This design comes from an exercise in tuning for small area on the open sky130 flow, not from production work.
Function was not checked in any run shown here: the RTL went through the layout flow alone.

==> flow/design.v, too long to show whole: its modules and the start of the top module <==
// module Mul_Add: 3558 lines
// module Second_CNN_Sub: 45 lines
// module Second_CNN: 46 lines
module Second_CNN(
clk,
rst_n,
Din_Valid,
Cal_Valid,
Din,
Dout0,
Dout1,
Dout2,
Dout3,
Dout4,
Dout5,
Dout6,
Dout7
);
  // ...
==> flow/run.sh <==
#!/bin/bash
# synth_recipe.tcl (not shown) runs the flow's synth.tcl, then flattens the netlist and writes it again
# the make line also repeats each setting of config.mk as NAME=value (left out here)
make -C /OpenROAD-flow-scripts/flow DESIGN_CONFIG=/design/flow/config.mk WORK_HOME=/design/flow/orfs CLKGATE_MAP_FILE= SYNTH_SCRIPT=/design/flow/synth_recipe.tcl finish
==> flow/config.mk <==
export PLATFORM = sky130hd
export DESIGN_NAME = Second_CNN
export DESIGN_NICKNAME = Second_CNN
export VERILOG_FILES = /design/flow/design.v
export SDC_FILE = /design/flow/constraint.sdc
export NUM_CORES = 4
export LEC_CHECK = 0
export CAP_MARGIN = 0
export CORE_MARGIN = 2
export CORE_UTILIZATION = 55
export GPL_TIMING_DRIVEN = 0
export SLEW_MARGIN = 0
==> flow/constraint.sdc <==
create_clock -name core_clock -period 8.0 [get_ports {clk}]
set_input_delay 1.6000 -clock core_clock [delete_from_list [all_inputs] [get_ports {clk}]]
set_output_delay 1.6000 -clock core_clock [all_outputs]
set_load 0.01 [all_outputs]
==> impl_metrics.json, run 1 <==
{
  "crit_path_end": "Dout6[15]",
  "cp_common_cell": "fa_2",
  "post_synth_inst_count": 2830,
  "cts_buffers": 48,
  "synth_common_cells": "inv_1 (984), fa_1 (815), edfxtp_1 (320), ha_1 (153), dfrtp_1 (142)",
  "so.violations": "negative setup slack",
  "ys.flop_type": "edfxtp_1",
  "clk_pin_slew_worst_paths_ps": 70,
  "crit_fanout": 4,
  "postLayoutSetupSlackWorst_ps": -1710,
  "synth-xor-area-share_pct": 1.385,
  "fillCellCount": 5048,
  "seqAreaFraction_pct": 30.94,
  "synth_area_sq_um": 38050,
  "seq_area_sq_um": 13970,
  "synthSimpleGateAreaFrac_pct": 3.154,
  "status": "failed layout checks",
  "avgRoutedWirePerCell_um": 28.52,
  "clock_latency_ps": 640,
  "skew_ps": 49.50,
  "critical_path_depth": 36,
  "area_growth_pct": 18.68,
  "setup_viol": 38,
  "cts_hold_buf": 0,
  "htree_num_levels": 2,
  "clock-sinks": 502,
  "final_core_util_pct": 65.83,
  "antenna_found_initial": 3,
  "bufAreaShareNonClock_pct": 6.698,
  "multi_input_area_share_pct": 47.65,
  "path_buf_inv": 11,
  "die_h_um": 267.0,
  "synth_edf_count": 320,
  "n_all_inverters": 985
}
==> run 2: changes to the inputs <==
==> flow/flow/run.sh (new file) <==
#!/bin/bash
# Standard layout, with one extra netlist step between synthesis and floorplan:
# flow/polarity.py removes the inverters Yosys's full-adder extraction leaves
# around the sky130 fa cells (registers and their names are untouched).
set -euo pipefail
R=orfs/results/${FLOW_PLATFORM}/Second_CNN/base
bash standard.sh synth > synth.log 2>&1
cp $R/1_2_yosys.v yosys_netlist_orig.v
python3 flow/polarity.py yosys_netlist_orig.v $R/1_2_yosys.v > polarity.log 2>&1
rm -f $R/1_synth.odb $R/1_synth.sdc
bash standard.sh > layout.log 2>&1
==> flow/flow/polarity.py (new file) <==
#!/usr/bin/env python3
"""Remove inverters around full adders in a Yosys netlist.

A full adder is self-dual: FA(~a, ~b, ~c) = (~sum, ~cout).  Yosys's
extract_fa leaves an inverter on most adder pins.  This pass collapses every
inverter, chooses for each sky130 fa cell whether it computes its signals in
true or complemented form, and then puts back one inverter for each signal
that some reader needs in the other polarity.  The function of every output
and register input is unchanged; no register is touched.

usage: polarity.py IN.v OUT.v
"""
import re, sys, random

src = open(sys.argv[1]).read()

INV_RE = re.compile(r'^sky130_fd_sc_hd__(inv|clkinv)_\d+$')
FA_RE = re.compile(r'^sky130_fd_sc_hd__fa_\d+$')
OUT_PINS = {'X', 'Y', 'Q', 'Q_N', 'SUM', 'COUT', 'HI', 'LO'}

m = re.search(r'^module\s+(\S+)\s*\(', src, re.M)
body_start = src.index(';', m.end()) + 1
end = src.rindex('endmodule')

# instances: "  TYPE NAME (\n    .PIN(NET),\n ... );"
inst_re = re.compile(r'^  (sky130_fd_sc_hd__\w+)\s+(\S+)\s*\((.*?)\);\n', re.M | re.S)
pin_re = re.compile(r'\.(\w+)\(\s*(.*?)\s*\)\s*(?:,|$)', re.S)
cells = []
for mm in inst_re.finditer(src, body_start, end):
    pins = {}
    for p, n in pin_re.findall(mm.group(3)):
        pins[p] = n
    cells.append({'type': mm.group(1), 'name': mm.group(2), 'pins': pins,
                  'span': (mm.start(), mm.end())})

ports = set()
for mm in re.finditer(r'^\s*(input|output|inout)\s+(\[[^\]]*\]\s*)?(\S+);', src[:end], re.M):
    ports.add(mm.group(3))
assigns = re.findall(r'^\s*assign\s+(.*?)\s*=\s*(.*?);', src[body_start:end], re.M)
assign_nets = set()
for a, b in assigns:
    for x in (a, b):
        assign_nets.add(x.strip())

def is_port_net(n):
    base = n.split('[')[0].strip()
    return base in ports or n in assign_nets or base in assign_nets

def is_const(n):
    return "'" in n

drv = {}
for c in cells:
    for p, n in c['pins'].items():
        if p in OUT_PINS:
            drv[n] = c

# collapsible inverters: input a plain net, output not a port / assign
invs = {}
for c in cells:
    if INV_RE.match(c['type']):
        a, y = c['pins'].get('A'), c['pins'].get('Y')
        if a is None or y is None or is_const(a) or is_port_net(y):
            continue
        invs[y] = c

def root(n):
    par = 0
    seen = 0
    while n in invs and seen < 100:
        n = invs[n]['pins']['A']; par ^= 1; seen += 1
    return n, par

# consumers: (cell, pin, base, parity) for every non-removed input pin
fas = [c for c in cells if FA_RE.match(c['type'])]
fa_idx = {id(c): i for i, c in enumerate(fas)}
cons = []           # list of [cellid or None, pin, base, parity, fa index or -1]
sig_cons = {}       # base -> list of consumer indices
for c in cells:
    if INV_RE.match(c['type']) and c['pins'].get('Y') in invs:
        continue
    for p, n in c['pins'].items():
        if p in OUT_PINS or is_const(n):
            continue
        b, par = root(n)
        fi = fa_idx.get(id(c), -1)
        cons.append((c, p, b, par, fi))
        sig_cons.setdefault(b, []).append(len(cons) - 1)
# a flipped adder output read by a port or an assign would change it: never flip those
fixed_fa = set()
for n in list(drv):
    if is_port_net(n) and id(drv[n]) in fa_idx:
        fixed_fa.add(fa_idx[id(drv[n])])

# FA-driven bases: which fa drives the base
base_drv_fa = {}
for b in sig_cons:
    d = drv.get(b)
    if d is not None and id(d) in fa_idx:
        base_drv_fa[b] = fa_idx[id(d)]

f = [0] * len(fas)
fa_in = [[] for _ in fas]     # bases read by fa
fa_out = [[] for _ in fas]    # bases driven by fa (in sig_cons)
for b, lst in sig_cons.items():
    for ci in lst:
        fi = cons[ci][4]
        if fi >= 0 and b not in fa_in[fi]:
            fa_in[fi].append(b)
    if b in base_drv_fa:
        fa_out[base_drv_fa[b]].append(b)

def cost(b):
    pd = f[base_drv_fa[b]] if b in base_drv_fa else 0
    for ci in sig_cons[b]:
        _, _, _, par, fi = cons[ci]
        r = par ^ (f[fi] if fi >= 0 else 0)
        if r != pd:
            return 1
    return 0

def local_cost(i):
    bs = set(fa_in[i]) | set(fa_out[i])
    return sum(cost(b) for b in bs)

before = sum(cost(b) for b in sig_cons)
random.seed(1)
for it in range(50):
    changed = 0
    order = list(range(len(fas)))
    random.shuffle(order)
    for i in order:
        if i in fixed_fa:
            continue
        c0 = local_cost(i)
        f[i] ^= 1
        c1 = local_cost(i)
        if c1 < c0 or (c1 == c0 and random.random() < 0.1 and it < 30):
            changed += (c1 < c0)
        else:
            f[i] ^= 1
    if changed == 0 and it >= 30:
        break
after = sum(cost(b) for b in sig_cons)
sys.stderr.write(f'polarity: {len(invs)} inverters collapsed, {len(fas)} adders, '
                 f'{sum(f)} flipped, inverters needed {before} -> {after}\n')

# rebuild
newpins = {}        # (id(cell), pin) -> net
new_inv = []
new_wires = []
k = 0
for b, lst in sig_cons.items():
    pd = f[base_drv_fa[b]] if b in base_drv_fa else 0
    inv_net = None
    for ci in lst:
        c, p, _, par, fi = cons[ci]
        r = par ^ (f[fi] if fi >= 0 else 0)
        if r == pd:
            newpins[(id(c), p)] = b
        else:
            if inv_net is None:
                k += 1
                inv_net = f'pol_n{k}'
                new_wires.append(inv_net)
                new_inv.append((f'pol_inv{k}', b, inv_net))
            newpins[(id(c), p)] = inv_net

removed = set(id(c) for c in invs.values())
out = []
pos = 0
for c in cells:
    s, e = c['span']
    out.append(src[pos:s]); pos = e
    if id(c) in removed:
        continue
    pins = c['pins']
    lines = [f"  {c['type']} {c['name']} ("]
    items = []
    for p, n in pins.items():
        nn = newpins.get((id(c), p), n)
        if nn.startswith('\\'):
            nn += ' '
        items.append(f'    .{p}({nn})')
    lines.append(',\n'.join(items))
    lines.append('  );\n')
    out.append('\n'.join(lines))
rest = src[pos:]
ei = rest.rindex('endmodule')
add = ''.join(f'  wire {w};\n' for w in new_wires)
add += ''.join(f'  sky130_fd_sc_hd__inv_1 {n} (\n    .A({a}{" " if a.startswith(chr(92)) else ""}),\n    .Y({y})\n  );\n' for n, a, y in new_inv)
out.append(rest[:ei] + add + rest[ei:])
open(sys.argv[2], 'w').write(''.join(out))
==> flow/standard.sh (new file) <==
#!/bin/bash
# synth_recipe.tcl (not shown) runs the flow's synth.tcl, then flattens the netlist and writes it again
# the make line also repeats each setting of config.mk as NAME=value (left out here)
make -C /OpenROAD-flow-scripts/flow DESIGN_CONFIG=/design/flow/config.mk WORK_HOME=/design/flow/orfs CLKGATE_MAP_FILE= SYNTH_SCRIPT=/design/flow/synth_recipe.tcl "${@:-finish}"
removed: flow/run.sh
==> impl_metrics.json, run 2 <==
{
  "drt_first_pass_iters": 7,
  "rr_endpoint": "Dout4[15]",
  "r2r_cells": 27,
  "grt_max_degree": 83,
  "cp.required_ps": 8420,
  "clock_latency_ps": 650,
  "gp_congestion": 0.9967,
  "antenna_found_initial": 10,
  "drtIter0Drc": 2773,
  "slowest_delay_ps": 590,
  "largest-register": "Second_CNN_Sub.lb",
  "die_area_sq_um": 67420,
  "critical_path_depth": 27,
  "drive_gt1_share_pct": 28.51,
  "multiInputGateArea_sq_um": 22040,
  "initial_core_util_pct": 55.66,
  "hold_viol_final": 0,
  "largest_reg_flops": 320,
  "via_per_inst": 5.945,
  "grt_pass1_vias": 23531,
  "htree_num_levels": 2,
  "rsz0062_at_grt": "true",
  "critPathSlowestCell": "fa_1",
  "min_period_ps": 9831,
  "cp_common_cell": "fa_1",
  "fin_nets": 3648,
  "final_common_cell": "fa_1",
  "so.violations": "negative setup slack",
  "placed_area_sq_um": 38830,
  "start_kind": "flip-flop",
  "crit_type": "flip-flop to flip-flop",
  "cts_buffers": 49,
  "final_area_sq_um": 44050,
  "final_core_util_pct": 68.21,
  "drv_cap": 0,
  "fillCellCount": 4091,
  "synth_area_sq_um": 35950,
  "track_usage_pct": 41.35,
  "rows": 93,
  "root_buffer": "clkbuf_16",
  "clk_pin_slew_worst_paths_ps": 80,
  "worstMarginPinSlew_ps": 1356,
  "status": "failed layout checks",
  "grt_pass1_wl_um": 183600,
  "crit_fanout": 6,
  "path_delay_family": "adder cells",
  "via_count": 21217,
  "final.setup.tns_ps": -35060,
  "dpl.hpwl_um": 102200,
  "wirelength_um": 135900,
  "skew_ps": 51.97,
  "coreArea_sq_um": 64580,
  "cts_tree": "yes",
  "cp-end-kind": "flip-flop",
  "postLayoutSetupSlackWorst_ps": -1831,
  "drcViolationCount": 0,
  "r2r_slack_ps": -1830,
  "startpoint": "Second_CNN_Sub.cnt[2]",
  "cts_hold_buf": 0,
  "post_synth_inst_count": 2271,
  "synth_fp_nets": 3251,
  "die_x_um": 259.7,
  "crit_path_end": "Dout4[15]",
  "r2r_start": "Second_CNN_Sub.cnt[2]",
  "grt_overflow": 0,
  "die_h_um": 259.7,
  "clock-sinks": 502,
  "io_pins": 140,
  "layout_common_cells": "fa_1 (569), inv_1 (347), edfxtp_1 (320), fa_2 (246), buf_4 (169)",
  "syn_area_per_cell_sq_um": 15.83,
  "max_clock_freq_mhz": 101.7,
  "ys_warn_count": 2,
  "area_growth_pct": 22.54,
  "cts_buffer_depth": 3,
  "slew_viol_final": 0,
  "ant_nets": 0,
  "cp.arrival_ps": 10250,
  "seq_area_sq_um": 13970,
  "fin_crit_sh_pct": 122.9,
  "setup_viol": 41,
  "io_buffers": 139,
  "hp-class": "flip-flop to flip-flop",
  "path_buf_inv": 5,
  "slew_headroom_pct": 9.584,
  "avgRoutedWirePerCell_um": 38.07
}
[run 2: worst min path at each step]
stage	from	end	cells after the start
6_report	Second_CNN_Sub.d3[5]	Second_CNN_Sub.d4[5]	0
5_1_grt	Second_CNN_Sub.d3[5]	Second_CNN_Sub.d4[5]	0
4_1_cts	Second_CNN_Sub.d2[5]	Second_CNN_Sub.d3[5]	0
3_5_place_dp	Second_CNN_Sub.d4[3]	Second_CNN_Sub.d5[3]	0
3_3_place_gp	Second_CNN_Sub.d2[0]	Second_CNN_Sub.d3[0]	0
2_1_floorplan	Second_CNN_Sub.d1[0]	Second_CNN_Sub.d2[0]	0
[run 2: through the flow]
stage          worst slack, ps  cells  hold WS, ps
6_report                 -1831   3569        331.4
3_5_place_dp             -2978   3270        312.8
2_1_floorplan            -1321   2271        309.6
5_1_grt                  -1961   3563        334.7
4_1_cts                  -1881   3520        330.2
3_3_place_gp             -2636   3265        312.9
[run 2: cell type report]
cell class                 instances  area share (%)
clock buffer                      63           3.068
antenna                            6         0.03409
multi-input combinational       1318           50.03
timing repair buffer             351           7.576
clock inverter                    28          0.8323
inverter                         426           4.016
buffer                            20          0.3011
sequential                       502           31.72
tap                              855           2.429
[run 2: routing by layer]
metal | part of all wire [%] | global-route usage [%] | wire length (um)
met2 | 46 | 64.53 | 62950
met3 | 10 | 11.49 | 14210
met1 | 37 | 55.40 | 50000
met5 | 0.036 | 0 | 49
met4 | 6.4 | 17.50 | 8667
[run 2: repair_timing]
| action | 4_1_cts | 5_1_grt |
|---|---|---|
| gates resized for setup | 418 | 110 |
| buffers inserted | 162 | 48 |
| gates cloned | 0 | 0 |
| endpoints found under the setup margin | 62 | 45 |
| pin swaps | 165 | 115 |

static timing again, ports no longer ideal:
The flow's constraints put no driver on any port. The routed layouts listed below were extracted and timed again, unchanged, in two steps.
Step 1: set_driving_cell puts a clkbuf_16 on clk and a buf_2 on each other input, an assumption about the parent block.
Step 2 also shifts input and output timing later by t, the mid clock arrival at the registers, as if the neighbouring blocks saw the same clock.
a / b / c = ideal / step 1 / step 2; a / b = the first two.
run	shift t [ns]	setup slack, ns	worst slew at a driven data input, ns
run 1	0.679	-1.710 / -1.710 / -1.710	0.05
run 2	0.694	-1.831 / -1.831 / -1.831	0.05
